This design comes from an exercise in tuning for small area on the open sky130 flow, not from production work.
Only simulation tests tie the RTL to the original design; equivalence was not proved.
Power figures rest on the tool's default switching activity, not on a simulated workload.

`run.sh`:
```
#!/bin/bash
# synth_recipe.tcl (not shown) runs the flow's synth.tcl, then flattens the netlist and writes it again
# the make line also repeats each setting of config.mk as NAME=value (left out here)
make -C /OpenROAD-flow-scripts/flow DESIGN_CONFIG=/design/flow/config.mk WORK_HOME=/design/flow/orfs CLKGATE_MAP_FILE= SYNTH_SCRIPT=/design/flow/synth_recipe.tcl finish
```
`config.mk`:
```
export PLATFORM = sky130hd
export DESIGN_NAME = LT24Top
export DESIGN_NICKNAME = LT24Top
export VERILOG_FILES = /design/flow/design.v
export SDC_FILE = /design/flow/constraint.sdc
export NUM_CORES = 4
export LEC_CHECK = 0
export CAP_MARGIN = 20
export CORE_MARGIN = 2
export CORE_UTILIZATION = 40
export PLACE_DENSITY = 0.6
export SLEW_MARGIN = 20
```
`constraint.sdc`:
```
create_clock -name core_clock -period 20.0 [get_ports {clock}]
set_input_delay 4.0000 -clock core_clock [delete_from_list [all_inputs] [get_ports {clock}]]
set_output_delay 4.0000 -clock core_clock [all_outputs]
set_load 0.01 [all_outputs]
```
`design.v`:
```
module LT24Top (
    input              clock,
    input              globalReset,
    output             resetApp,
    output             LT24_WRn,
    output             LT24_RDn,
    output             LT24_CSn,
    output             LT24_RS,
    output             LT24_RESETn,
    output [     15:0] LT24_D,
    output             LT24_LCD_ON
);
assign LT24_RDn    = 1'b1;
assign LT24_CSn    = 1'b0;
assign LT24_LCD_ON = 1'b1;
reg [3:0] resetSync;
always @(posedge clock or posedge globalReset)
    if (globalReset) resetSync <= 4'hF;
    else             resetSync <= {resetSync[2:0], 1'b0};
wire reset = resetSync[3];
assign LT24_RESETn = ~reset;
reg [12:0] q;
reg        run;
always @(posedge clock or posedge reset)
    if (reset) begin
        q   <= 13'd3072;
        run <= 1'b0;
    end else begin
        q <= q + 13'd1;
        if (q[12:8] == 5'd0) run <= 1'b1;
    end
assign resetApp = reset | ~run;
wire [6:0] romIdx = q[7:1];
wire romHi   = (q[12:8] == 5'h1F);
wire romLast = (q[12:8] == 5'h00);
wire romOn   = (romIdx[6]|(romIdx[5]|(romIdx[4]&(romIdx[3]&(romIdx[2]|romIdx[1])))));
reg [8:0] romWord;
always @(*) begin
    case (romIdx)
        7'd26: romWord = 9'h0ef;
        7'd27: romWord = 9'h103;
        7'd28: romWord = 9'h180;
        7'd29: romWord = 9'h102;
        7'd30: romWord = 9'h0cf;
        7'd31: romWord = 9'h100;
        7'd32: romWord = 9'h181;
        7'd33: romWord = 9'h1c0;
        7'd34: romWord = 9'h0ed;
        7'd35: romWord = 9'h164;
        7'd36: romWord = 9'h103;
        7'd37: romWord = 9'h112;
        7'd38: romWord = 9'h181;
        7'd39: romWord = 9'h0e8;
        7'd40: romWord = 9'h185;
        7'd41: romWord = 9'h101;
        7'd42: romWord = 9'h178;
        7'd43: romWord = 9'h0cb;
        7'd44: romWord = 9'h139;
        7'd45: romWord = 9'h12c;
        7'd46: romWord = 9'h100;
        7'd47: romWord = 9'h134;
        7'd48: romWord = 9'h102;
        7'd49: romWord = 9'h0f7;
        7'd50: romWord = 9'h120;
        7'd51: romWord = 9'h0ea;
        7'd52: romWord = 9'h100;
        7'd53: romWord = 9'h100;
        7'd54: romWord = 9'h0c0;
        7'd55: romWord = 9'h123;
        7'd56: romWord = 9'h0c1;
        7'd57: romWord = 9'h110;
        7'd58: romWord = 9'h0c5;
        7'd59: romWord = 9'h13e;
        7'd60: romWord = 9'h128;
        7'd61: romWord = 9'h0c7;
        7'd62: romWord = 9'h186;
        7'd63: romWord = 9'h036;
        7'd64: romWord = 9'h148;
        7'd65: romWord = 9'h03a;
        7'd66: romWord = 9'h155;
        7'd67: romWord = 9'h0b1;
        7'd68: romWord = 9'h100;
        7'd69: romWord = 9'h11b;
        7'd70: romWord = 9'h0b6;
        7'd71: romWord = 9'h108;
        7'd72: romWord = 9'h182;
        7'd73: romWord = 9'h127;
        7'd74: romWord = 9'h0f2;
        7'd75: romWord = 9'h100;
        7'd76: romWord = 9'h026;
        7'd77: romWord = 9'h101;
        7'd78: romWord = 9'h0e0;
        7'd79: romWord = 9'h10f;
        7'd80: romWord = 9'h131;
        7'd81: romWord = 9'h12b;
        7'd82: romWord = 9'h10c;
        7'd83: romWord = 9'h10e;
        7'd84: romWord = 9'h108;
        7'd85: romWord = 9'h14e;
        7'd86: romWord = 9'h1f1;
        7'd87: romWord = 9'h137;
        7'd88: romWord = 9'h107;
        7'd89: romWord = 9'h110;
        7'd90: romWord = 9'h103;
        7'd91: romWord = 9'h10e;
        7'd92: romWord = 9'h109;
        7'd93: romWord = 9'h100;
        7'd94: romWord = 9'h0e1;
        7'd95: romWord = 9'h100;
        7'd96: romWord = 9'h10e;
        7'd97: romWord = 9'h114;
        7'd98: romWord = 9'h103;
        7'd99: romWord = 9'h111;
        7'd100: romWord = 9'h107;
        7'd101: romWord = 9'h131;
        7'd102: romWord = 9'h1c1;
        7'd103: romWord = 9'h148;
        7'd104: romWord = 9'h108;
        7'd105: romWord = 9'h10f;
        7'd106: romWord = 9'h10c;
        7'd107: romWord = 9'h131;
        7'd108: romWord = 9'h136;
        7'd109: romWord = 9'h10f;
        7'd110: romWord = 9'h0b1;
        7'd111: romWord = 9'h100;
        7'd112: romWord = 9'h101;
        7'd113: romWord = 9'h0f6;
        7'd114: romWord = 9'h101;
        7'd115: romWord = 9'h110;
        7'd116: romWord = 9'h100;
        7'd117: romWord = 9'h011;
        7'd118: romWord = 9'h02a;
        7'd119: romWord = 9'h100;
        7'd120: romWord = 9'h100;
        7'd121: romWord = 9'h100;
        7'd122: romWord = 9'h1ef;
        7'd123: romWord = 9'h02b;
        7'd124: romWord = 9'h100;
        7'd125: romWord = 9'h100;
        7'd126: romWord = 9'h101;
        7'd127: romWord = 9'h13f;
        default: romWord = 9'h100;
    endcase
end
reg [7:0] xAddr;
reg [8:0] yAddr;
reg [4:0] xTrack;    
reg [4:0] yTrack;    
wire [3:0] qp = q[3:0];    
wire pixStep = run & (qp == 4'd0);
always @(posedge clock or posedge resetApp)
    if (resetApp) begin
        xAddr <= 8'd0; yAddr <= 9'd0; xTrack <= 5'd0; yTrack <= 5'd0;
    end else if (pixStep) begin
        if (xAddr != 8'd239) begin
            xAddr  <= xAddr + 8'd1;
            xTrack <= ((xTrack[4]&(xTrack[3]|(xTrack[2]|xTrack[1])))) ? 5'd0 : xTrack + 5'd1;
        end else begin
            xAddr  <= 8'd0;
            xTrack <= 5'd0;
            yAddr  <= (yAddr == 9'd319) ? 9'd0 : yAddr + 9'd1;
            yTrack <= (((yTrack[4]&(yTrack[3]|(yTrack[2]|yTrack[1])))) || (yAddr == 9'd0)) ? 5'd0 : yTrack + 5'd1;
        end
    end
reg [18:0] lc;
reg [2:0]  ls;
always @(posedge clock or posedge resetApp)
    if (resetApp) begin
        lc <= 19'd286705;
        ls <= 3'd0;
    end else if (lc == 19'd286720) begin
        lc <= 19'd0;
        case (ls)
            3'd0: ls <= 3'd1;
            3'd1: ls <= 3'd3;
            3'd2: ls <= 3'd3;
            3'd3: ls <= 3'd4;
            3'd4: ls <= 3'd5;
            3'd5: ls <= 3'd6;
            3'd6: ls <= 3'd7;
            3'd7: ls <= 3'd2;
        endcase
    end else begin
        lc <= lc + 19'd1;
    end
wire lSeen  = (lc[18]|(lc[17]|(lc[16]&(lc[15]|lc[14]))));
wire lGreen = lSeen & ~(lc[18]|(lc[17]&(lc[16]&(lc[15]|(lc[14]|lc[13])))));
wire lAhead = (lc[18]|(lc[17]|(lc[16]&(lc[15]|(lc[14]|(lc[13]&(lc[12]&(lc[11]&(lc[10]&(lc[9]&(lc[8]&(lc[7]&(lc[6]&(lc[5]&(lc[4]&(lc[3]|lc[2]))))))))))))))));
wire go_z1L = ((ls==3'd4));
wire [3:0] lc_z1L = go_z1L ? (lGreen ? 4'd9 : 4'd8) : 4'd7;
wire go_z1C = ((ls==3'd3));
wire [3:0] lc_z1C = go_z1C ? (lGreen ? 4'd9 : 4'd8) : 4'd7;
wire go_z1R = ((ls==3'd0)|(ls==3'd4)|(ls==3'd5)|(ls==3'd6)|(ls==3'd7));
wire [3:0] lc_z1R = go_z1R ? (lGreen ? 4'd9 : 4'd8) : 4'd7;
wire go_z1P = ((ls==3'd1)|(ls==3'd2));
wire [3:0] lc_z1P = go_z1P ? (lGreen ? 4'd9 : 4'd8) : 4'd7;
wire go_z2L = ((ls==3'd0)|(ls==3'd5)|(ls==3'd7));
wire [3:0] lc_z2L = go_z2L ? ((lGreen | (ls==3'd7) | (ls==3'd0)) ? 4'd9 : 4'd8) : 4'd7;
wire go_z2C = ((ls==3'd4));
wire [3:0] lc_z2C = go_z2C ? (lGreen ? 4'd9 : 4'd8) : 4'd7;
wire go_z2R = ((ls==3'd0)|(ls==3'd1)|(ls==3'd2)|(ls==3'd5)|(ls==3'd6)|(ls==3'd7));
wire [3:0] lc_z2R = go_z2R ? (lGreen ? 4'd9 : 4'd8) : 4'd7;
wire go_z2P = ((ls==3'd3));
wire [3:0] lc_z2P = go_z2P ? (lGreen ? 4'd9 : 4'd8) : 4'd7;
wire go_z3L = ((ls==3'd1)|(ls==3'd2));
wire [3:0] lc_z3L = go_z3L ? (lGreen ? 4'd9 : 4'd8) : 4'd7;
wire go_z3C = ((ls==3'd3)|(ls==3'd5));
wire [3:0] lc_z3C = go_z3C ? (lGreen ? 4'd9 : 4'd8) : 4'd7;
wire go_z3R = ((ls==3'd1)|(ls==3'd2)|(ls==3'd3));
wire [3:0] lc_z3R = go_z3R ? (lGreen ? 4'd9 : 4'd8) : 4'd7;
wire go_z3P = ((ls==3'd4));
wire [3:0] lc_z3P = go_z3P ? (lGreen ? 4'd9 : 4'd8) : 4'd7;
wire go_z4L = ((ls==3'd0)|(ls==3'd6)|(ls==3'd7));
wire [3:0] lc_z4L = go_z4L ? (lGreen ? 4'd9 : 4'd8) : 4'd7;
wire go_z4C = ((ls==3'd0)|(ls==3'd1)|(ls==3'd2)|(ls==3'd6)|(ls==3'd7));
wire [3:0] lc_z4C = go_z4C ? (lGreen ? 4'd9 : 4'd8) : 4'd7;
wire go_z4R = ((ls==3'd3)|(ls==3'd4));
wire [3:0] lc_z4R = go_z4R ? (lGreen ? 4'd9 : 4'd8) : 4'd7;
wire go_z4P = ((ls==3'd5));
wire [3:0] lc_z4P = go_z4P ? (lGreen ? 4'd9 : 4'd8) : 4'd7;
wire b_z1P = lSeen ? go_z1P : ((ls==3'd0)|(ls==3'd1)|(ls==3'd3));
wire b_z2P = lSeen ? go_z2P : ((ls==3'd0)|(ls==3'd1)|(ls==3'd4));
wire b_z3P = lSeen ? go_z3P : ((ls==3'd0)|(ls==3'd1)|(ls==3'd5));
wire b_z4P = lSeen ? go_z4P : ((ls==3'd0)|(ls==3'd1)|(ls==3'd6));
reg [3:0] carId;
always @(posedge clock or posedge reset)
    if (reset) carId <= 4'd1;
    else       carId <= (carId == 4'd12) ? 4'd1 : carId + 4'd1;
reg  [167:0] ring;
wire [13:0]  head = ring[167:154];
wire [8:0]   hM   = head[8:0];
wire [1:0]   hSeg = head[10:9];
wire [2:0]   hU   = head[13:11];
reg  [13:0]  headNext;
always @(posedge clock) ring <= {ring[153:0], headNext};
wire inWin  = (q[3:2] != 2'd0);                  
wire updWin = run & (q[10:4] == 7'd64);
wire upd    = updWin & inWin;
wire par    = q[11];
reg  [2:0] snapLs;
reg        snapSeen;
always @(posedge clock)
    if (updWin & (qp == 4'd3)) begin
        snapLs   <= ls;
        snapSeen <= lAhead;
    end
reg [8:0] tE;
always @(*) begin
    case ({carId, hSeg})
        6'd4: tE = 9'd149;
        6'd5: tE = 9'd0;
        6'd6: tE = 9'd0;
        6'd7: tE = 9'd319;
        6'd8: tE = 9'd0;
        6'd12: tE = 9'd164;
        6'd15: tE = 9'd0;
        6'd16: tE = 9'd129;
        6'd17: tE = 9'd0;
        6'd18: tE = 9'd0;
        6'd19: tE = 9'd239;
        6'd20: tE = 9'd319;
        6'd24: tE = 9'd114;
        6'd27: tE = 9'd0;
        6'd28: tE = 9'd89;
        6'd29: tE = 9'd0;
        6'd30: tE = 9'd0;
        6'd31: tE = 9'd0;
        6'd32: tE = 9'd239;
        6'd36: tE = 9'd74;
        6'd39: tE = 9'd319;
        6'd40: tE = 9'd189;
        6'd41: tE = 9'd0;
        6'd42: tE = 9'd0;
        6'd43: tE = 9'd0;
        6'd44: tE = 9'd0;
        6'd48: tE = 9'd204;
        6'd51: tE = 9'd239;
        default: tE = 9'd0;
    endcase
end
reg [8:0] tL;
always @(*) begin
    case ({carId, hSeg})
        6'd4: tL = 9'd122;
        6'd5: tL = 9'd113;
        6'd6: tL = 9'd189;
        6'd7: tL = 9'd233;
        6'd8: tL = 9'd233;
        6'd12: tL = 9'd113;
        6'd15: tL = 9'd233;
        6'd16: tL = 9'd113;
        6'd17: tL = 9'd122;
        6'd18: tL = 9'd149;
        6'd19: tL = 9'd6;
        6'd20: tL = 9'd6;
        6'd24: tL = 9'd73;
        6'd27: tL = 9'd6;
        6'd28: tL = 9'd116;
        6'd29: tL = 9'd125;
        6'd30: tL = 9'd129;
        6'd31: tL = 9'd6;
        6'd32: tL = 9'd6;
        6'd36: tL = 9'd205;
        6'd39: tL = 9'd6;
        6'd40: tL = 9'd125;
        6'd41: tL = 9'd116;
        6'd42: tL = 9'd89;
        6'd43: tL = 9'd313;
        6'd44: tL = 9'd313;
        6'd48: tL = 9'd165;
        6'd51: tL = 9'd313;
        default: tL = 9'd0;
    endcase
end
reg [1:0] tNS;
always @(*) begin
    case ({carId, hSeg})
        6'd4: tNS = 2'd1;
        6'd5: tNS = 2'd2;
        6'd6: tNS = 2'd3;
        6'd7: tNS = 2'd0;
        6'd8: tNS = 2'd0;
        6'd12: tNS = 2'd3;
        6'd15: tNS = 2'd0;
        6'd16: tNS = 2'd1;
        6'd17: tNS = 2'd2;
        6'd18: tNS = 2'd3;
        6'd19: tNS = 2'd0;
        6'd20: tNS = 2'd0;
        6'd24: tNS = 2'd3;
        6'd27: tNS = 2'd0;
        6'd28: tNS = 2'd1;
        6'd29: tNS = 2'd2;
        6'd30: tNS = 2'd3;
        6'd31: tNS = 2'd0;
        6'd32: tNS = 2'd0;
        6'd36: tNS = 2'd3;
        6'd39: tNS = 2'd0;
        6'd40: tNS = 2'd1;
        6'd41: tNS = 2'd2;
        6'd42: tNS = 2'd3;
        6'd43: tNS = 2'd0;
        6'd44: tNS = 2'd0;
        6'd48: tNS = 2'd3;
        6'd51: tNS = 2'd0;
        default: tNS = 2'd0;
    endcase
end
reg [0:0] tDir;
always @(*) begin
    case ({carId, hSeg})
        6'd4: tDir = 1'd0;
        6'd5: tDir = 1'd1;
        6'd6: tDir = 1'd1;
        6'd7: tDir = 1'd1;
        6'd8: tDir = 1'd0;
        6'd12: tDir = 1'd0;
        6'd15: tDir = 1'd0;
        6'd16: tDir = 1'd1;
        6'd17: tDir = 1'd1;
        6'd18: tDir = 1'd1;
        6'd19: tDir = 1'd1;
        6'd20: tDir = 1'd1;
        6'd24: tDir = 1'd1;
        6'd27: tDir = 1'd0;
        6'd28: tDir = 1'd1;
        6'd29: tDir = 1'd1;
        6'd30: tDir = 1'd1;
        6'd31: tDir = 1'd0;
        6'd32: tDir = 1'd1;
        6'd36: tDir = 1'd1;
        6'd39: tDir = 1'd1;
        6'd40: tDir = 1'd0;
        6'd41: tDir = 1'd1;
        6'd42: tDir = 1'd1;
        6'd43: tDir = 1'd0;
        6'd44: tDir = 1'd0;
        6'd48: tDir = 1'd0;
        6'd51: tDir = 1'd1;
        default: tDir = 1'd0;
    endcase
end
reg [0:0] tAx;
always @(*) begin
    case ({carId, hSeg})
        6'd4: tAx = 1'd0;
        6'd5: tAx = 1'd0;
        6'd6: tAx = 1'd0;
        6'd7: tAx = 1'd1;
        6'd8: tAx = 1'd0;
        6'd12: tAx = 1'd0;
        6'd15: tAx = 1'd1;
        6'd16: tAx = 1'd1;
        6'd17: tAx = 1'd0;
        6'd18: tAx = 1'd0;
        6'd19: tAx = 1'd0;
        6'd20: tAx = 1'd1;
        6'd24: tAx = 1'd1;
        6'd27: tAx = 1'd0;
        6'd28: tAx = 1'd0;
        6'd29: tAx = 1'd0;
        6'd30: tAx = 1'd0;
        6'd31: tAx = 1'd1;
        6'd32: tAx = 1'd0;
        6'd36: tAx = 1'd0;
        6'd39: tAx = 1'd1;
        6'd40: tAx = 1'd1;
        6'd41: tAx = 1'd0;
        6'd42: tAx = 1'd0;
        6'd43: tAx = 1'd0;
        6'd44: tAx = 1'd1;
        6'd48: tAx = 1'd1;
        6'd51: tAx = 1'd0;
        default: tAx = 1'd0;
    endcase
end
reg [8:0] tF5;
always @(*) begin
    case ({carId, hSeg})
        6'd4: tF5 = 9'd139;
        6'd5: tF5 = 9'd148;
        6'd6: tF5 = 9'd157;
        6'd7: tF5 = 9'd99;
        6'd8: tF5 = 9'd124;
        6'd12: tF5 = 9'd109;
        6'd15: tF5 = 9'd159;
        6'd16: tF5 = 9'd99;
        6'd17: tF5 = 9'd151;
        6'd18: tF5 = 9'd160;
        6'd19: tF5 = 9'd169;
        6'd20: tF5 = 9'd84;
        6'd24: tF5 = 9'd69;
        6'd27: tF5 = 9'd109;
        6'd28: tF5 = 9'd169;
        6'd29: tF5 = 9'd160;
        6'd30: tF5 = 9'd151;
        6'd31: tF5 = 9'd129;
        6'd32: tF5 = 9'd184;
        6'd36: tF5 = 9'd199;
        6'd39: tF5 = 9'd69;
        6'd40: tF5 = 9'd129;
        6'd41: tF5 = 9'd157;
        6'd42: tF5 = 9'd148;
        6'd43: tF5 = 9'd139;
        6'd44: tF5 = 9'd144;
        6'd48: tF5 = 9'd159;
        6'd51: tF5 = 9'd199;
        default: tF5 = 9'd0;
    endcase
end
reg [8:0] tStart, tStop;
reg bCar;
always @(*) begin
    case (carId)
        4'd1: begin tStart = 9'd233; tStop = 9'd187; bCar = snapSeen ? ((snapLs==3'd4)) : ((snapLs==3'd0)|(snapLs==3'd1)|(snapLs==3'd5)); end
        4'd2: begin tStart = 9'd233; tStop = 9'd187; bCar = snapSeen ? ((snapLs==3'd3)) : ((snapLs==3'd4)); end
        4'd3: begin tStart = 9'd233; tStop = 9'd187; bCar = snapSeen ? ((snapLs==3'd0)|(snapLs==3'd4)|(snapLs==3'd5)|(snapLs==3'd6)|(snapLs==3'd7)) : ((snapLs==3'd2)|(snapLs==3'd5)|(snapLs==3'd6)|(snapLs==3'd7)); end
        4'd4: begin tStart = 9'd6; tStop = 9'd91; bCar = snapSeen ? ((snapLs==3'd0)|(snapLs==3'd5)|(snapLs==3'd7)) : ((snapLs==3'd0)|(snapLs==3'd1)|(snapLs==3'd2)|(snapLs==3'd6)); end
        4'd5: begin tStart = 9'd6; tStop = 9'd91; bCar = snapSeen ? ((snapLs==3'd4)) : ((snapLs==3'd5)); end
        4'd6: begin tStart = 9'd6; tStop = 9'd91; bCar = snapSeen ? ((snapLs==3'd0)|(snapLs==3'd1)|(snapLs==3'd2)|(snapLs==3'd5)|(snapLs==3'd6)|(snapLs==3'd7)) : ((snapLs==3'd2)|(snapLs==3'd3)|(snapLs==3'd6)|(snapLs==3'd7)); end
        4'd7: begin tStart = 9'd6; tStop = 9'd51; bCar = snapSeen ? ((snapLs==3'd1)|(snapLs==3'd2)) : ((snapLs==3'd0)|(snapLs==3'd1)|(snapLs==3'd3)); end
        4'd8: begin tStart = 9'd6; tStop = 9'd51; bCar = snapSeen ? ((snapLs==3'd3)|(snapLs==3'd5)) : ((snapLs==3'd4)|(snapLs==3'd6)); end
        4'd9: begin tStart = 9'd6; tStop = 9'd51; bCar = snapSeen ? ((snapLs==3'd1)|(snapLs==3'd2)|(snapLs==3'd3)) : ((snapLs==3'd3)|(snapLs==3'd4)); end
        4'd10: begin tStart = 9'd313; tStop = 9'd227; bCar = snapSeen ? ((snapLs==3'd0)|(snapLs==3'd6)|(snapLs==3'd7)) : ((snapLs==3'd0)|(snapLs==3'd1)|(snapLs==3'd2)|(snapLs==3'd7)); end
        4'd11: begin tStart = 9'd313; tStop = 9'd227; bCar = snapSeen ? ((snapLs==3'd0)|(snapLs==3'd1)|(snapLs==3'd2)|(snapLs==3'd6)|(snapLs==3'd7)) : ((snapLs==3'd2)|(snapLs==3'd3)|(snapLs==3'd7)); end
        4'd12: begin tStart = 9'd313; tStop = 9'd227; bCar = snapSeen ? ((snapLs==3'd3)|(snapLs==3'd4)) : ((snapLs==3'd4)|(snapLs==3'd5)); end
        default: begin tStart = 9'd0; tStop = 9'd0; bCar = 1'b0; end
    endcase
end
wire atStop  = (hSeg == 2'd0) & (hM == tStop);
wire mv      = par & (hU == 3'd0) & ~(atStop & ~bCar);
wire segEnd  = hSeg[0] ^ hSeg[1] | (hM == tE);
wire [8:0] hStep = hM + {{8{~tDir}}, 1'b1};
always @(*) begin
    headNext = head;
    if (resetApp) headNext = {3'd0, 2'd0, tStart};
    else if (upd) begin
        if (mv) begin
            if (segEnd) headNext = {3'd0, tNS, tL};
            else        headNext = {3'd0, hSeg, hStep};
        end else if (par) begin
            headNext = {hU + 3'd1, hSeg, hM};
        end
    end
end
wire [8:0] pixM = tAx ? yAddr : {1'b0, xAddr};
wire [8:0] pixF = tAx ? {1'b0, xAddr} : yAddr;
wire [9:0] dM = {1'b0, pixM} - {1'b0, hM} + 10'd5;
wire [9:0] dF = {1'b0, pixF} - {1'b0, tF5};
wire carHit = ~(dM[9]|(dM[8]|(dM[7]|(dM[6]|(dM[5]|(dM[4]|(dM[3]&(dM[2]|(dM[1]&dM[0]))))))))) & ~(dF[9]|(dF[8]|(dF[7]|(dF[6]|(dF[5]|(dF[4]|(dF[3]&(dF[2]|(dF[1]&dF[0]))))))))) & (hM[8]|(hM[7]|(hM[6]|(hM[5]|(hM[4]|(hM[3]|(hM[2]&(hM[1]|hM[0]))))))));
reg  [3:0] bestCar;    
wire takeCar = carHit & (carId > bestCar);
wire [3:0] carSel = takeCar ? carId : bestCar;
always @(posedge clock)
    if (qp == 4'd4)  bestCar <= carHit ? carId : 4'd0;
    else if (inWin)  bestCar <= carSel;
wire cg_z1 = (((yAddr==9'd54)|(yAddr==9'd64)|(yAddr==9'd74)|(yAddr==9'd84)|(yAddr==9'd94)) & (xAddr==8'd189)) |
    (((yAddr==9'd55)|(yAddr==9'd63)|(yAddr==9'd65)|(yAddr==9'd73)|(yAddr==9'd75)|(yAddr==9'd83)|(yAddr==9'd85)|(yAddr==9'd93)) & ((xAddr[7]&(xAddr[6]|(xAddr[5]&(xAddr[4]&(xAddr[3]&(xAddr[2]|xAddr[1]))))))&~(xAddr[7]&(xAddr[6]&(xAddr[5]|(xAddr[4]|(xAddr[3]|(xAddr[2]|(xAddr[1]|xAddr[0]))))))))) |
    ((((yAddr[8]|(yAddr[7]|(yAddr[6]|(yAddr[5]&(yAddr[4]&yAddr[3])))))&~(yAddr[8]|(yAddr[7]|(yAddr[6]|(yAddr[5]&(yAddr[4]&(yAddr[3]&(yAddr[2]|(yAddr[1]&yAddr[0])))))))))|((yAddr[8]|(yAddr[7]|(yAddr[6]|(yAddr[5]&(yAddr[4]&(yAddr[3]&yAddr[2]))))))&~(yAddr[8]|(yAddr[7]|(yAddr[6]|(yAddr[5]&(yAddr[4]&(yAddr[3]&(yAddr[2]&(yAddr[1]&yAddr[0])))))))))|((yAddr[8]|(yAddr[7]|(yAddr[6]&(yAddr[5]|(yAddr[4]|(yAddr[3]|(yAddr[2]|yAddr[1])))))))&~(yAddr[8]|(yAddr[7]|(yAddr[6]&(yAddr[5]|(yAddr[4]|(yAddr[3]|(yAddr[2]&(yAddr[1]|yAddr[0])))))))))|((yAddr[8]|(yAddr[7]|(yAddr[6]&(yAddr[5]|(yAddr[4]|(yAddr[3]|(yAddr[2]&yAddr[1])))))))&~(yAddr[8]|(yAddr[7]|(yAddr[6]&(yAddr[5]|(yAddr[4]|(yAddr[3]&(yAddr[2]|(yAddr[1]|yAddr[0])))))))))|((yAddr[8]|(yAddr[7]|(yAddr[6]&(yAddr[5]|(yAddr[4]|(yAddr[3]&yAddr[2]))))))&~(yAddr[8]|(yAddr[7]|(yAddr[6]&(yAddr[5]|(yAddr[4]|(yAddr[3]&(yAddr[2]&(yAddr[1]&yAddr[0])))))))))|((yAddr[8]|(yAddr[7]|(yAddr[6]&(yAddr[5]|yAddr[4]))))&~(yAddr[8]|(yAddr[7]|(yAddr[6]&(yAddr[5]|(yAddr[4]&(yAddr[3]|(yAddr[2]|(yAddr[1]&yAddr[0])))))))))|((yAddr[8]|(yAddr[7]|(yAddr[6]&(yAddr[5]|(yAddr[4]&(yAddr[3]|(yAddr[2]&yAddr[1])))))))&~(yAddr[8]|(yAddr[7]|(yAddr[6]&(yAddr[5]|(yAddr[4]&(yAddr[3]&(yAddr[2]|(yAddr[1]|yAddr[0])))))))))|((yAddr[8]|(yAddr[7]|(yAddr[6]&(yAddr[5]|(yAddr[4]&(yAddr[3]&(yAddr[2]|yAddr[1])))))))&~(yAddr[8]|(yAddr[7]|(yAddr[6]&(yAddr[5]|(yAddr[4]&(yAddr[3]&(yAddr[2]&(yAddr[1]|yAddr[0])))))))))) & ((xAddr[7]&(xAddr[6]|(xAddr[5]&(xAddr[4]&(xAddr[3]&(xAddr[2]|(xAddr[1]|xAddr[0])))))))&~(xAddr[7]&(xAddr[6]&(xAddr[5]|(xAddr[4]|(xAddr[3]|(xAddr[2]|xAddr[1])))))))) |
    (((yAddr==9'd59)|(yAddr==9'd69)|(yAddr==9'd79)|(yAddr==9'd89)) & ((xAddr[7]&(xAddr[6]|(xAddr[5]&(xAddr[4]&xAddr[3]))))&~(xAddr[7]&(xAddr[6]&(xAddr[5]|(xAddr[4]|(xAddr[3]|(xAddr[2]|(xAddr[1]&xAddr[0])))))))));
wire cg_z2 = (((xAddr==8'd14)|(xAddr==8'd24)|(xAddr==8'd34)|(xAddr==8'd44)|(xAddr==8'd54)) & (yAddr==9'd89)) |
    (((xAddr==8'd15)|(xAddr==8'd23)|(xAddr==8'd25)|(xAddr==8'd33)|(xAddr==8'd35)|(xAddr==8'd43)|(xAddr==8'd45)|(xAddr==8'd53)) & ((yAddr[8]|(yAddr[7]|(yAddr[6]&(yAddr[5]|(yAddr[4]&(yAddr[3]|(yAddr[2]&yAddr[1])))))))&~(yAddr[8]|(yAddr[7]|(yAddr[6]&(yAddr[5]|(yAddr[4]&(yAddr[3]&(yAddr[2]&(yAddr[1]|yAddr[0])))))))))) |
    ((((xAddr[7]|(xAddr[6]|(xAddr[5]|xAddr[4])))&~(xAddr[7]|(xAddr[6]|(xAddr[5]|(xAddr[4]&(xAddr[3]|(xAddr[2]|(xAddr[1]&xAddr[0]))))))))|((xAddr[7]|(xAddr[6]|(xAddr[5]|(xAddr[4]&(xAddr[3]|xAddr[2])))))&~(xAddr[7]|(xAddr[6]|(xAddr[5]|(xAddr[4]&(xAddr[3]|(xAddr[2]&(xAddr[1]&xAddr[0]))))))))|((xAddr[7]|(xAddr[6]|(xAddr[5]|(xAddr[4]&(xAddr[3]&(xAddr[2]|xAddr[1]))))))&~(xAddr[7]|(xAddr[6]|(xAddr[5]|(xAddr[4]&(xAddr[3]&(xAddr[2]&(xAddr[1]|xAddr[0]))))))))|((xAddr[7]|(xAddr[6]|(xAddr[5]|(xAddr[4]&(xAddr[3]&(xAddr[2]&xAddr[1]))))))&~(xAddr[7]|(xAddr[6]|(xAddr[5]&(xAddr[4]|(xAddr[3]|(xAddr[2]|(xAddr[1]|xAddr[0]))))))))|((xAddr[7]|(xAddr[6]|(xAddr[5]&(xAddr[4]|(xAddr[3]|xAddr[2])))))&~(xAddr[7]|(xAddr[6]|(xAddr[5]&(xAddr[4]|(xAddr[3]|(xAddr[2]&(xAddr[1]&xAddr[0]))))))))|((xAddr[7]|(xAddr[6]|(xAddr[5]&(xAddr[4]|xAddr[3]))))&~(xAddr[7]|(xAddr[6]|(xAddr[5]&(xAddr[4]|(xAddr[3]&(xAddr[2]|(xAddr[1]&xAddr[0]))))))))|((xAddr[7]|(xAddr[6]|(xAddr[5]&(xAddr[4]|(xAddr[3]&(xAddr[2]&xAddr[1]))))))&~(xAddr[7]|(xAddr[6]|(xAddr[5]&(xAddr[4]&(xAddr[3]|(xAddr[2]|(xAddr[1]|xAddr[0]))))))))|((xAddr[7]|(xAddr[6]|(xAddr[5]&(xAddr[4]&(xAddr[3]|(xAddr[2]|xAddr[1]))))))&~(xAddr[7]|(xAddr[6]|(xAddr[5]&(xAddr[4]&(xAddr[3]|(xAddr[2]&(xAddr[1]|xAddr[0]))))))))) & ((yAddr[8]|(yAddr[7]|(yAddr[6]&(yAddr[5]|(yAddr[4]&(yAddr[3]|(yAddr[2]&(yAddr[1]|yAddr[0]))))))))&~(yAddr[8]|(yAddr[7]|(yAddr[6]&(yAddr[5]|(yAddr[4]&(yAddr[3]&(yAddr[2]&yAddr[1]))))))))) |
    (((xAddr==8'd19)|(xAddr==8'd29)|(xAddr==8'd39)|(xAddr==8'd49)) & ((yAddr[8]|(yAddr[7]|(yAddr[6]&(yAddr[5]|(yAddr[4]&(yAddr[3]|yAddr[2]))))))&~(yAddr[8]|(yAddr[7]|(yAddr[6]&(yAddr[5]|(yAddr[4]&(yAddr[3]&(yAddr[2]&(yAddr[1]&yAddr[0]))))))))));
wire cg_z3 = (((yAddr==9'd224)|(yAddr==9'd234)|(yAddr==9'd244)|(yAddr==9'd254)|(yAddr==9'd264)) & (xAddr==8'd50)) |
    (((yAddr==9'd225)|(yAddr==9'd233)|(yAddr==9'd235)|(yAddr==9'd243)|(yAddr==9'd245)|(yAddr==9'd253)|(yAddr==9'd263)) & ((xAddr[7]|(xAddr[6]|(xAddr[5]&(xAddr[4]|(xAddr[3]&(xAddr[2]&(xAddr[1]&xAddr[0])))))))&~(xAddr[7]|(xAddr[6]|(xAddr[5]&(xAddr[4]&(xAddr[3]|(xAddr[2]&xAddr[1])))))))) |
    ((((yAddr[8]|(yAddr[7]&(yAddr[6]&(yAddr[5]&(yAddr[4]|(yAddr[3]|(yAddr[2]|yAddr[1])))))))&~(yAddr[8]|(yAddr[7]&(yAddr[6]&(yAddr[5]&(yAddr[4]|(yAddr[3]|(yAddr[2]&(yAddr[1]|yAddr[0])))))))))|((yAddr[8]|(yAddr[7]&(yAddr[6]&(yAddr[5]&(yAddr[4]|(yAddr[3]|(yAddr[2]&yAddr[1])))))))&~(yAddr[8]|(yAddr[7]&(yAddr[6]&(yAddr[5]&(yAddr[4]|(yAddr[3]&(yAddr[2]|(yAddr[1]|yAddr[0])))))))))|((yAddr[8]|(yAddr[7]&(yAddr[6]&(yAddr[5]&(yAddr[4]|(yAddr[3]&yAddr[2]))))))&~(yAddr[8]|(yAddr[7]&(yAddr[6]&(yAddr[5]&(yAddr[4]|(yAddr[3]&(yAddr[2]&(yAddr[1]&yAddr[0])))))))))|((yAddr[8]|(yAddr[7]&(yAddr[6]&(yAddr[5]&yAddr[4]))))&~(yAddr[8]|(yAddr[7]&(yAddr[6]&(yAddr[5]&(yAddr[4]&(yAddr[3]|(yAddr[2]|(yAddr[1]&yAddr[0])))))))))|((yAddr[8]|(yAddr[7]&(yAddr[6]&(yAddr[5]&(yAddr[4]&(yAddr[3]|(yAddr[2]&yAddr[1])))))))&~(yAddr[8]|(yAddr[7]&(yAddr[6]&(yAddr[5]&(yAddr[4]&(yAddr[3]&(yAddr[2]|(yAddr[1]|yAddr[0])))))))))|((yAddr[8]|(yAddr[7]&(yAddr[6]&(yAddr[5]&(yAddr[4]&(yAddr[3]&(yAddr[2]|yAddr[1])))))))&~(yAddr[8]|(yAddr[7]&(yAddr[6]&(yAddr[5]&(yAddr[4]&(yAddr[3]&(yAddr[2]&(yAddr[1]|yAddr[0])))))))))|(yAddr[8]&~(yAddr[8]&(yAddr[7]|(yAddr[6]|(yAddr[5]|(yAddr[4]|(yAddr[3]|(yAddr[2]|(yAddr[1]&yAddr[0])))))))))|((yAddr[8]&(yAddr[7]|(yAddr[6]|(yAddr[5]|(yAddr[4]|(yAddr[3]|yAddr[2]))))))&~(yAddr[8]&(yAddr[7]|(yAddr[6]|(yAddr[5]|(yAddr[4]|(yAddr[3]|(yAddr[2]&(yAddr[1]&yAddr[0])))))))))) & ((xAddr[7]|(xAddr[6]|(xAddr[5]&(xAddr[4]|(xAddr[3]&(xAddr[2]&xAddr[1]))))))&~(xAddr[7]|(xAddr[6]|(xAddr[5]&(xAddr[4]&(xAddr[3]|(xAddr[2]&(xAddr[1]&xAddr[0]))))))))) |
    (((yAddr==9'd229)|(yAddr==9'd239)|(yAddr==9'd249)|(yAddr==9'd259)) & ((xAddr[7]|(xAddr[6]|(xAddr[5]&(xAddr[4]|(xAddr[3]&(xAddr[2]&(xAddr[1]|xAddr[0])))))))&~(xAddr[7]|(xAddr[6]|(xAddr[5]&(xAddr[4]&xAddr[3]))))));
wire cg_z4 = (((xAddr==8'd184)|(xAddr==8'd194)|(xAddr==8'd204)|(xAddr==8'd214)|(xAddr==8'd224)) & (yAddr==9'd229)) |
    (((xAddr==8'd185)|(xAddr==8'd193)|(xAddr==8'd195)|(xAddr==8'd203)|(xAddr==8'd205)|(xAddr==8'd213)|(xAddr==8'd215)|(xAddr==8'd223)) & ((yAddr[8]|(yAddr[7]&(yAddr[6]&(yAddr[5]&(yAddr[4]|(yAddr[3]|(yAddr[2]|yAddr[1])))))))&~(yAddr[8]|(yAddr[7]&(yAddr[6]&(yAddr[5]&(yAddr[4]|(yAddr[3]&(yAddr[2]|(yAddr[1]|yAddr[0])))))))))) |
    ((((xAddr[7]&(xAddr[6]|(xAddr[5]&(xAddr[4]&(xAddr[3]&(xAddr[2]|xAddr[1]))))))&~(xAddr[7]&(xAddr[6]|(xAddr[5]&(xAddr[4]&(xAddr[3]&(xAddr[2]&(xAddr[1]|xAddr[0]))))))))|((xAddr[7]&(xAddr[6]|(xAddr[5]&(xAddr[4]&(xAddr[3]&(xAddr[2]&xAddr[1]))))))&~(xAddr[7]&(xAddr[6]&(xAddr[5]|(xAddr[4]|(xAddr[3]|(xAddr[2]|(xAddr[1]|xAddr[0]))))))))|((xAddr[7]&(xAddr[6]&(xAddr[5]|(xAddr[4]|(xAddr[3]|xAddr[2])))))&~(xAddr[7]&(xAddr[6]&(xAddr[5]|(xAddr[4]|(xAddr[3]|(xAddr[2]&(xAddr[1]&xAddr[0]))))))))|((xAddr[7]&(xAddr[6]&(xAddr[5]|(xAddr[4]|xAddr[3]))))&~(xAddr[7]&(xAddr[6]&(xAddr[5]|(xAddr[4]|(xAddr[3]&(xAddr[2]|(xAddr[1]&xAddr[0]))))))))|((xAddr[7]&(xAddr[6]&(xAddr[5]|(xAddr[4]|(xAddr[3]&(xAddr[2]&xAddr[1]))))))&~(xAddr[7]&(xAddr[6]&(xAddr[5]|(xAddr[4]&(xAddr[3]|(xAddr[2]|(xAddr[1]|xAddr[0]))))))))|((xAddr[7]&(xAddr[6]&(xAddr[5]|(xAddr[4]&(xAddr[3]|(xAddr[2]|xAddr[1]))))))&~(xAddr[7]&(xAddr[6]&(xAddr[5]|(xAddr[4]&(xAddr[3]|(xAddr[2]&(xAddr[1]|xAddr[0]))))))))|((xAddr[7]&(xAddr[6]&(xAddr[5]|(xAddr[4]&xAddr[3]))))&~(xAddr[7]&(xAddr[6]&(xAddr[5]|(xAddr[4]&(xAddr[3]&(xAddr[2]|(xAddr[1]&xAddr[0]))))))))|((xAddr[7]&(xAddr[6]&(xAddr[5]|(xAddr[4]&(xAddr[3]&xAddr[2])))))&~(xAddr[7]&(xAddr[6]&(xAddr[5]|(xAddr[4]&(xAddr[3]&(xAddr[2]&(xAddr[1]&xAddr[0]))))))))) & ((yAddr[8]|(yAddr[7]&(yAddr[6]&(yAddr[5]&(yAddr[4]|(yAddr[3]|(yAddr[2]|(yAddr[1]|yAddr[0]))))))))&~(yAddr[8]|(yAddr[7]&(yAddr[6]&(yAddr[5]&(yAddr[4]|(yAddr[3]&(yAddr[2]|yAddr[1]))))))))) |
    (((xAddr==8'd189)|(xAddr==8'd199)|(xAddr==8'd209)|(xAddr==8'd219)) & ((yAddr[8]|(yAddr[7]&(yAddr[6]&yAddr[5])))&~(yAddr[8]|(yAddr[7]&(yAddr[6]&(yAddr[5]&(yAddr[4]|(yAddr[3]&(yAddr[2]|(yAddr[1]&yAddr[0]))))))))));
wire grass = (~(xAddr[7]|(xAddr[6]|(xAddr[5]&(xAddr[4]&(xAddr[3]&xAddr[2]))))) | (xAddr[7]&(xAddr[6]|(xAddr[5]&(xAddr[4]&(xAddr[3]|(xAddr[2]|(xAddr[1]&xAddr[0])))))))) & (~(yAddr[8]|(yAddr[7]|(yAddr[6]&(yAddr[5]&(yAddr[4]|(yAddr[3]|yAddr[2])))))) | (yAddr[8]|(yAddr[7]&(yAddr[6]&(yAddr[5]|(yAddr[4]&(yAddr[3]&(yAddr[2]|(yAddr[1]&yAddr[0])))))))));
wire xDash = ~(xTrack[4]|(xTrack[3]&(xTrack[2]|xTrack[1])));
wire yDash = ~(yTrack[4]|(yTrack[3]&(yTrack[2]|yTrack[1])));
reg [3:0] code;
always @(*) begin
    code = grass ? 4'd1 : 4'd0;
    if ((xAddr == 8'd119) && yDash) code = 4'd2;
    else if ((yAddr == 9'd159) && xDash) code = 4'd2;
    if (b_z1P && ((yAddr[8]|(yAddr[7]|(yAddr[6]&(yAddr[5]&(yAddr[4]|(yAddr[3]|(yAddr[2]|(yAddr[1]&yAddr[0]))))))))&~(yAddr[8]|(yAddr[7]&(yAddr[6]|yAddr[5])))) && (xAddr == 8'd179) && yDash) code = 4'd3;
    if (b_z2P && ((xAddr[7]|(xAddr[6]&(xAddr[5]&(xAddr[4]&(xAddr[3]|(xAddr[2]&(xAddr[1]&xAddr[0])))))))&~(xAddr[7]&(xAddr[6]|(xAddr[5]&(xAddr[4]&(xAddr[3]|xAddr[2])))))) && (yAddr == 9'd99) && xDash) code = 4'd3;
    if (b_z3P && ((yAddr[8]|(yAddr[7]|(yAddr[6]&(yAddr[5]&(yAddr[4]|(yAddr[3]|(yAddr[2]|(yAddr[1]&yAddr[0]))))))))&~(yAddr[8]|(yAddr[7]&(yAddr[6]|yAddr[5])))) && (xAddr == 8'd59) && yDash) code = 4'd3;
    if (b_z4P && ((xAddr[7]|(xAddr[6]|(xAddr[5]&(xAddr[4]&(xAddr[3]&(xAddr[2]|(xAddr[1]&xAddr[0])))))))&~(xAddr[7]|(xAddr[6]&(xAddr[5]&(xAddr[4]&xAddr[3]))))) && (yAddr == 9'd219) && xDash) code = 4'd3;
    case (carSel)
        4'd1: code = 4'd4;
        4'd2: code = 4'd5;
        4'd3: code = 4'd6;
        4'd4: code = 4'd5;
        4'd5: code = 4'd4;
        4'd6: code = 4'd6;
        4'd7: code = 4'd5;
        4'd8: code = 4'd6;
        4'd9: code = 4'd4;
        4'd10: code = 4'd6;
        4'd11: code = 4'd4;
        4'd12: code = 4'd5;
        default: ;
    endcase
    if (cg_z1 & (((yAddr[8]|(yAddr[7]|(yAddr[6]&(yAddr[5]|(yAddr[4]&(yAddr[3]|(yAddr[2]&(yAddr[1]|yAddr[0]))))))))&~(yAddr[8]|(yAddr[7]|(yAddr[6]&(yAddr[5]|(yAddr[4]&(yAddr[3]&(yAddr[2]&(yAddr[1]&yAddr[0]))))))))))) code = lc_z1L;
    if (cg_z1 & (((yAddr[8]|(yAddr[7]|(yAddr[6]&(yAddr[5]|(yAddr[4]|(yAddr[3]&(yAddr[2]|(yAddr[1]&yAddr[0]))))))))&~(yAddr[8]|(yAddr[7]|(yAddr[6]&(yAddr[5]|(yAddr[4]&(yAddr[3]|(yAddr[2]&(yAddr[1]|yAddr[0]))))))))))) code = lc_z1C;
    if (cg_z1 & (((yAddr[8]|(yAddr[7]|(yAddr[6]&(yAddr[5]|(yAddr[4]|(yAddr[3]|(yAddr[2]|(yAddr[1]|yAddr[0]))))))))&~(yAddr[8]|(yAddr[7]|(yAddr[6]&(yAddr[5]|(yAddr[4]|(yAddr[3]&(yAddr[2]|(yAddr[1]&yAddr[0]))))))))))) code = lc_z1R;
    if (cg_z1 & (((yAddr[8]|(yAddr[7]|(yAddr[6]|(yAddr[5]&(yAddr[4]&(yAddr[3]|(yAddr[2]&yAddr[1])))))))&~(yAddr[8]|(yAddr[7]|(yAddr[6]&(yAddr[5]|(yAddr[4]|(yAddr[3]|(yAddr[2]|(yAddr[1]|yAddr[0]))))))))))) code = lc_z1P;
    if (cg_z2 & (((xAddr[7]|(xAddr[6]|(xAddr[5]&(xAddr[4]|(xAddr[3]&(xAddr[2]&(xAddr[1]|xAddr[0])))))))&~(xAddr[7]|(xAddr[6]|(xAddr[5]&(xAddr[4]&(xAddr[3]|(xAddr[2]&(xAddr[1]&xAddr[0])))))))))) code = lc_z2L;
    if (cg_z2 & (((xAddr[7]|(xAddr[6]|(xAddr[5]&(xAddr[4]|(xAddr[3]|(xAddr[2]|(xAddr[1]&xAddr[0])))))))&~(xAddr[7]|(xAddr[6]|(xAddr[5]&(xAddr[4]|(xAddr[3]&(xAddr[2]&(xAddr[1]|xAddr[0])))))))))) code = lc_z2C;
    if (cg_z2 & (((xAddr[7]|(xAddr[6]|(xAddr[5]|(xAddr[4]&(xAddr[3]&(xAddr[2]|(xAddr[1]|xAddr[0])))))))&~(xAddr[7]|(xAddr[6]|(xAddr[5]&(xAddr[4]|(xAddr[3]|(xAddr[2]|(xAddr[1]&xAddr[0])))))))))) code = lc_z2R;
    if (cg_z2 & (((xAddr[7]|(xAddr[6]|(xAddr[5]|(xAddr[4]|(xAddr[3]&(xAddr[2]&xAddr[1]))))))&~(xAddr[7]|(xAddr[6]|(xAddr[5]|(xAddr[4]&(xAddr[3]&(xAddr[2]|(xAddr[1]|xAddr[0])))))))))) code = lc_z2P;
    if (cg_z3 & (((yAddr[8]|(yAddr[7]&(yAddr[6]&yAddr[5])))&~(yAddr[8]|(yAddr[7]&(yAddr[6]&(yAddr[5]&(yAddr[4]|(yAddr[3]&(yAddr[2]|yAddr[1])))))))))) code = lc_z3L;
    if (cg_z3 & (((yAddr[8]|(yAddr[7]&(yAddr[6]&(yAddr[5]&(yAddr[4]|(yAddr[3]&(yAddr[2]|yAddr[1])))))))&~(yAddr[8]|(yAddr[7]&(yAddr[6]&(yAddr[5]&(yAddr[4]&(yAddr[3]|yAddr[2]))))))))) code = lc_z3C;
    if (cg_z3 & (((yAddr[8]|(yAddr[7]&(yAddr[6]&(yAddr[5]&(yAddr[4]&(yAddr[3]|yAddr[2]))))))&~(yAddr[8]|(yAddr[7]&(yAddr[6]&(yAddr[5]&(yAddr[4]&(yAddr[3]&(yAddr[2]&(yAddr[1]&yAddr[0]))))))))))) code = lc_z3R;
    if (cg_z3 & ((yAddr[8]&~(yAddr[8]&(yAddr[7]|(yAddr[6]|(yAddr[5]|(yAddr[4]|(yAddr[3]&(yAddr[2]|(yAddr[1]|yAddr[0]))))))))))) code = lc_z3P;
    if (cg_z4 & (((xAddr[7]&(xAddr[6]|(xAddr[5]&(xAddr[4]&xAddr[3]))))&~(xAddr[7]&(xAddr[6]&(xAddr[5]|(xAddr[4]|(xAddr[3]|(xAddr[2]|xAddr[1]))))))))) code = lc_z4L;
    if (cg_z4 & (((xAddr[7]&(xAddr[6]&(xAddr[5]|(xAddr[4]|(xAddr[3]|(xAddr[2]|xAddr[1]))))))&~(xAddr[7]&(xAddr[6]&(xAddr[5]|(xAddr[4]|(xAddr[3]&xAddr[2])))))))) code = lc_z4C;
    if (cg_z4 & (((xAddr[7]&(xAddr[6]&(xAddr[5]|(xAddr[4]|(xAddr[3]&xAddr[2])))))&~(xAddr[7]&(xAddr[6]&(xAddr[5]|(xAddr[4]&(xAddr[3]|(xAddr[2]&xAddr[1]))))))))) code = lc_z4R;
    if (cg_z4 & (((xAddr[7]&(xAddr[6]&(xAddr[5]|(xAddr[4]&(xAddr[3]|(xAddr[2]&xAddr[1]))))))&~(xAddr[7]&(xAddr[6]&(xAddr[5]&(xAddr[4]|(xAddr[3]|(xAddr[2]|(xAddr[1]|xAddr[0])))))))))) code = lc_z4P;
    if ((xAddr == 8'd0) && (yAddr == 9'd0) && (yTrack == 5'd0)) code = 4'd0;
end
reg [3:0] colourCode;
always @(posedge clock or posedge resetApp)
    if (resetApp) colourCode <= 4'd10;
    else if (qp == 4'd15) colourCode <= code;
reg [16:0] colourWord;  
always @(*) begin
    case (colourCode)
        4'd0: colourWord = 17'h10000;
        4'd1: colourWord = 17'h18400;
        4'd2: colourWord = 17'h1ffff;
        4'd3: colourWord = 17'h187f0;
        4'd4: colourWord = 17'h1fc08;
        4'd5: colourWord = 17'h1001f;
        4'd6: colourWord = 17'h187ff;
        4'd7: colourWord = 17'h1f800;
        4'd8: colourWord = 17'h1ffe0;
        4'd9: colourWord = 17'h187e0;
        4'd10: colourWord = 17'h00029;
        default: colourWord = 17'h10000;
    endcase
end
reg [16:0] busWord;  
always @(*) begin
    if (run) begin
        case (q[3:1])
            3'd1: busWord = 17'h0002A;
            3'd2: busWord = 17'h10000;
            3'd3: busWord = {9'h100, xAddr};
            3'd4: busWord = 17'h0002B;
            3'd5: busWord = {16'h8000, yAddr[8]};
            3'd6: busWord = {9'h100, yAddr[7:0]};
            3'd7: busWord = 17'h0002C;
            default: busWord = colourWord;
        endcase
    end else if (romLast) begin
        busWord = 17'h00029;
    end else if (romHi) begin
        busWord = {romWord[8], 8'h00, romWord[7:0]};
    end else begin
        busWord = 17'h10000;
    end
end
assign LT24_RS  = busWord[16];
assign LT24_D   = busWord[15:0];
assign LT24_WRn = q[0] & (run | (romHi & romOn));
endmodule
```
==> summary.md <==
| Metric | Value |
|---|---|
| CP Cell Sequence | `ha_1 -> ha_1 -> o21ai_0 -> mux4_2 -> a211o_1 -> a22oi_1 -> clkdlybuf4s50_1` |
| Fmax | `121 MHz` |
| Die X | `207 um` |
| M1 WL | `22900 um` |
| Row Count | `74` |
| Crit path buf inv count | `1` |
| Number of global-route vias before repair | `14494` |
| TritonCTS buffer count | `27` |
| Hold-fix buffers at CTS | `0` |
| Setup-failing EPs final | `0` |
| Multi-input logic area | `9910 sq um` |
| Initial antenna violation count | `0` |
| Synth Area per Inst | `about 8.1 sq um` |
| Routed vias | `15377` |
| Synth-to-layout area growth | `8.20%` |
| CTS root buf | `clkbuf_16` |
| Worst hold slack | `0.317 ns` |
| Die Span Y | `between 200 and 250 um` |
| Top_reg_cell synth | `dfxtp_1` |
| Relative slew slack | `35.2%` |
| Synth Register Bits | `251` |
| CP max-delay cell | `dfrtp_1` |
| Ranking of synthesized cells by area | `dfxtp_1, dfrtp_1, ha_1, o21ai_0, nand2_1` |
| Critical path type | `flip-flop to output port` |
| Startpoint Class | `flip-flop` |
| Post-Synthesis Cells | `2036` |
| Setup crit end kind | `output port` |
| WL final | `51500 um` |
| First-pass GRT wire length | `81400 um` |
| Fraction of the yosys area taken by sequential cells | `33.5%` |
| Post-synth ARST share | `between 20% and 30%` |
| EDFF count, synth | `8` |
| CP required | `16.00 ns` |
| Cts repair resizes | `0` |
| DR vias/cell | `6.11` |
| Worst min path class | `flip-flop to async pin` |
| Crit path top cell by count | `ha_1` |
| Crit path max fanout | `18` |
| Number of port buffers | `21` |
| Pwr dens | `59.1 nW/um^2` |
| HPWL Detailed | `36900 um` |
| Post-CTS Setup Bufs | `0` |
| Reg clk slew, reported paths | `approximately 0.06 ns` |
| Tmin final | `between 8 and 9 ns` |
| Slowest Stage Delay on Critical Path | `0.75 ns` |
| I/O Pins | `25` |
| Pre-antenna DRT Iters | `6` |
| Routed Antenna Nets | `0` |
| Post-Syn Area | `16400 sq um` |
| Unrepaired setup endpoints after global routing | `no` |
| Synth Warn # | `1` |
| Fillers | `around 4000` |
| CTS max path bufs | `3` |
| H-tree depth | `1` |
| DIE AREA | `42700 sq um` |
| Worst Path Arrival | `4.24 ns` |
| Total global routing overflow | `0` |
| Largest net degree at the start of global routing | `72` |
| Initial core utilization | `40.4%` |
| Critical path's top delay family | `adder cells` |
| Maximum VDD drop | `0.0000583 V` |
| Skew final | `0.0195 ns` |
| Worst slew pin tran | `0.972 ns` |
| Total chip power | `0.00105 W` |
| Post-route setup TNS | `0 ns` |
| Core area | `40700 sq um` |
| Share of cells above drive strength 1 | `about 6.6%` |
| Nets | `2072` |
| Final period util | `41.2%` |
| Synth area leader | `dfxtp_1` |
| CTS tree | `built` |
| Final Hold Vio Count | `0` |
| Met2 routed WL | `roughly 23000 um` |
| Post-route DRC | `0` |
| Status | `complete, no violations` |
| Gpl congestion | `approximately 0.98` |
| Avg WL per Cell | `between 20 and 25 um` |
| Top-area cell type share of the netlist area | `20.5%` |
| Pins Over Slew Limit | `0` |
| Skew-Pair Late Insertion Delay | `0.57 ns` |
| LEAKAGE | `around 7 nW` |
| Max Cap Violations | `0` |
| Global-route usage over all layers | `24.0%` |
| ANT cells | `0` |
| Cell variety after synth | `96` |
| Storage element area | `approximately 5500 sq um` |
| Initial drt markers | `1629` |
| Metal3 WL | `between 3000 and 4000 um` |
| Top sig layer | `met4` |
| Clock Sinks | `251` |
## cell type report
type	instances	share of cell area [%]
inverter	89	1.88
multi-input combinational	1549	55.7
clock buffer	37	4.72
sequential	251	31.0
tap	532	3.74
timing repair buffer	49	2.36
clock inverter	11	0.640
## routing by layer
layer / vias to the layer above / global-route usage (%)
li1: 7243 / -
met5: - / 0
met4: 0 / 10.6
met3: 127 / 3.55
met1: 7331 / 32.7
met2: 676 / 37.6
## per-stage QoR
step                      util, %  instances  worst slack, ns  cell area (sq um)
after floorplan                 -       2038            12.98              16400
after global placement       41.3       2470            12.44              16800
after detailed placement     41.3       2470            12.35              16800
after CTS                    43.7       2518            11.73              17800
after global routing         43.7       2518            11.50              17800
final                        43.7       2518            11.76              17800
## cell usage in the layout, fill, tap and decap left out, types with 28 or more instances in the layout
| cell | instances |
|---|---|
| nand2_1 | 215 |
| o21ai_0 | 173 |
| dfxtp_1 | 168 |
| nor2_1 | 167 |
| a21oi_1 | 136 |
| ha_1 | 100 |
| inv_1 | 83 |
| nand3_1 | 59 |
| nor3_1 | 55 |
| dfrtp_1 | 52 |
| xnor2_1 | 42 |
| nand2b_1 | 36 |
| clkbuf_16 | 32 |
| o211ai_1 | 30 |
| a211oi_1 | 30 |
| buf_4 | 28 |
## kinds of logic after synthesis
family | after synthesis | share of synthesized area [%]
AO/OA/AOI/OAI | 628 | 24.9
XOR/XNOR | 62 | 3.35
adder cells (fa/ha/maj) | 104 | 8.04
buffers and inverters | 238 | 6.35
flip-flops | 251 | 33.5
multiplexers | 35 | 2.38
other | 2 | 0.0457
AND/OR/NAND/NOR | 716 | 21.5
## worst register-to-register path: cells and delay by family (launching register included)
kind / cells / cell delay (ns)
AOI/OAI and AO/OA: 6 / 1.84
buffers and inverters: 4 / 0.65
adders and majority gates: 4 / 1.15
and+or+nand+nor: 7 / 1.84
muxes: 1 / 0.22
DFF: 1 / 0.64
## flip-flops by register name, indices dropped and copies added (netlist names)
signal      cells
ring          168
lc             19
q              13
yAddr           9
xAddr           8
xTrack          5
yTrack          5
bestCar         4
carId           4
colourCode      4
resetSync       4
ls              3
snapLs          3
run             1
snapSeen        1
## Yosys cell counts (all sizes together), types with 13 or more instances
cell / number
dfstp: 21
nor2b: 28
clkbuf: 84
mux2i: 20
nor3: 55
nand3b: 19
dfxtp: 168
nand2b: 36
a21o: 18
nand4: 15
dfrtp: 54
nor2: 167
inv: 85
o31ai: 19
nand3: 59
o21a: 13
xnor2: 42
xor2: 20
o211ai: 30
a31oi: 25
and3: 19
nand2: 215
o22ai: 23
a211oi: 30
nor4: 20
a21oi: 136
or3: 21
o21ai: 180
buf: 65
mux2: 13
ha: 100
## power breakdown
part	leakage (nW)	switching, W	internal, W
logic	4.16	0.00000878	0.00000405
clock network	0.476	0.000209	0.000310
registers	2.39	0.00000325	0.000516
total	7.03	0.000221	0.000830
## path summary, 6_finish.rpt
check | to | from | depth (start not counted) | slack [ns]
worst max-delay path | LT24_D[3] | q[2] | 7 | 11.76
worst min-delay path | run | resetSync[3] | 2 | 0.32
worst max register to register | colourCode[2] | ring[163] | 22 | 13.56
worst min register to register | run | resetSync[3] | 2 | 0.32
max in group asynchronous | resetSync[3] | globalReset | 2 | 16.17
min in group core_clock | ring[68] | ring[54] | 0 | 0.32

## separate check: timing with driven ports
How much do the figures lean on ideal ports? The routed layout below was timed once more, with nothing changed but the port constraints. Step 1, drivers: a clkbuf_16 drives clock and a buf_2 each remaining input, both assumed. Step 2 also shifts input and output timing later by t, the mid clock arrival at the registers, as if the neighbouring blocks saw the same clock. Three values: no drivers, after step 1, after step 2; two values: the first two.
t (ns): 0.618
setup slack, ns: 11.764 / 11.706 / 12.324
worst hold slack (ns): 0.317 / 0.317 / 0.317
worst data-port slew with drivers (ns): 0.03
cell pins on the clock port's net: 1
After both steps this run still meets setup and hold. The setup slack of this run moves by -0.058 ns with the drivers and by +0.560 ns with both steps.
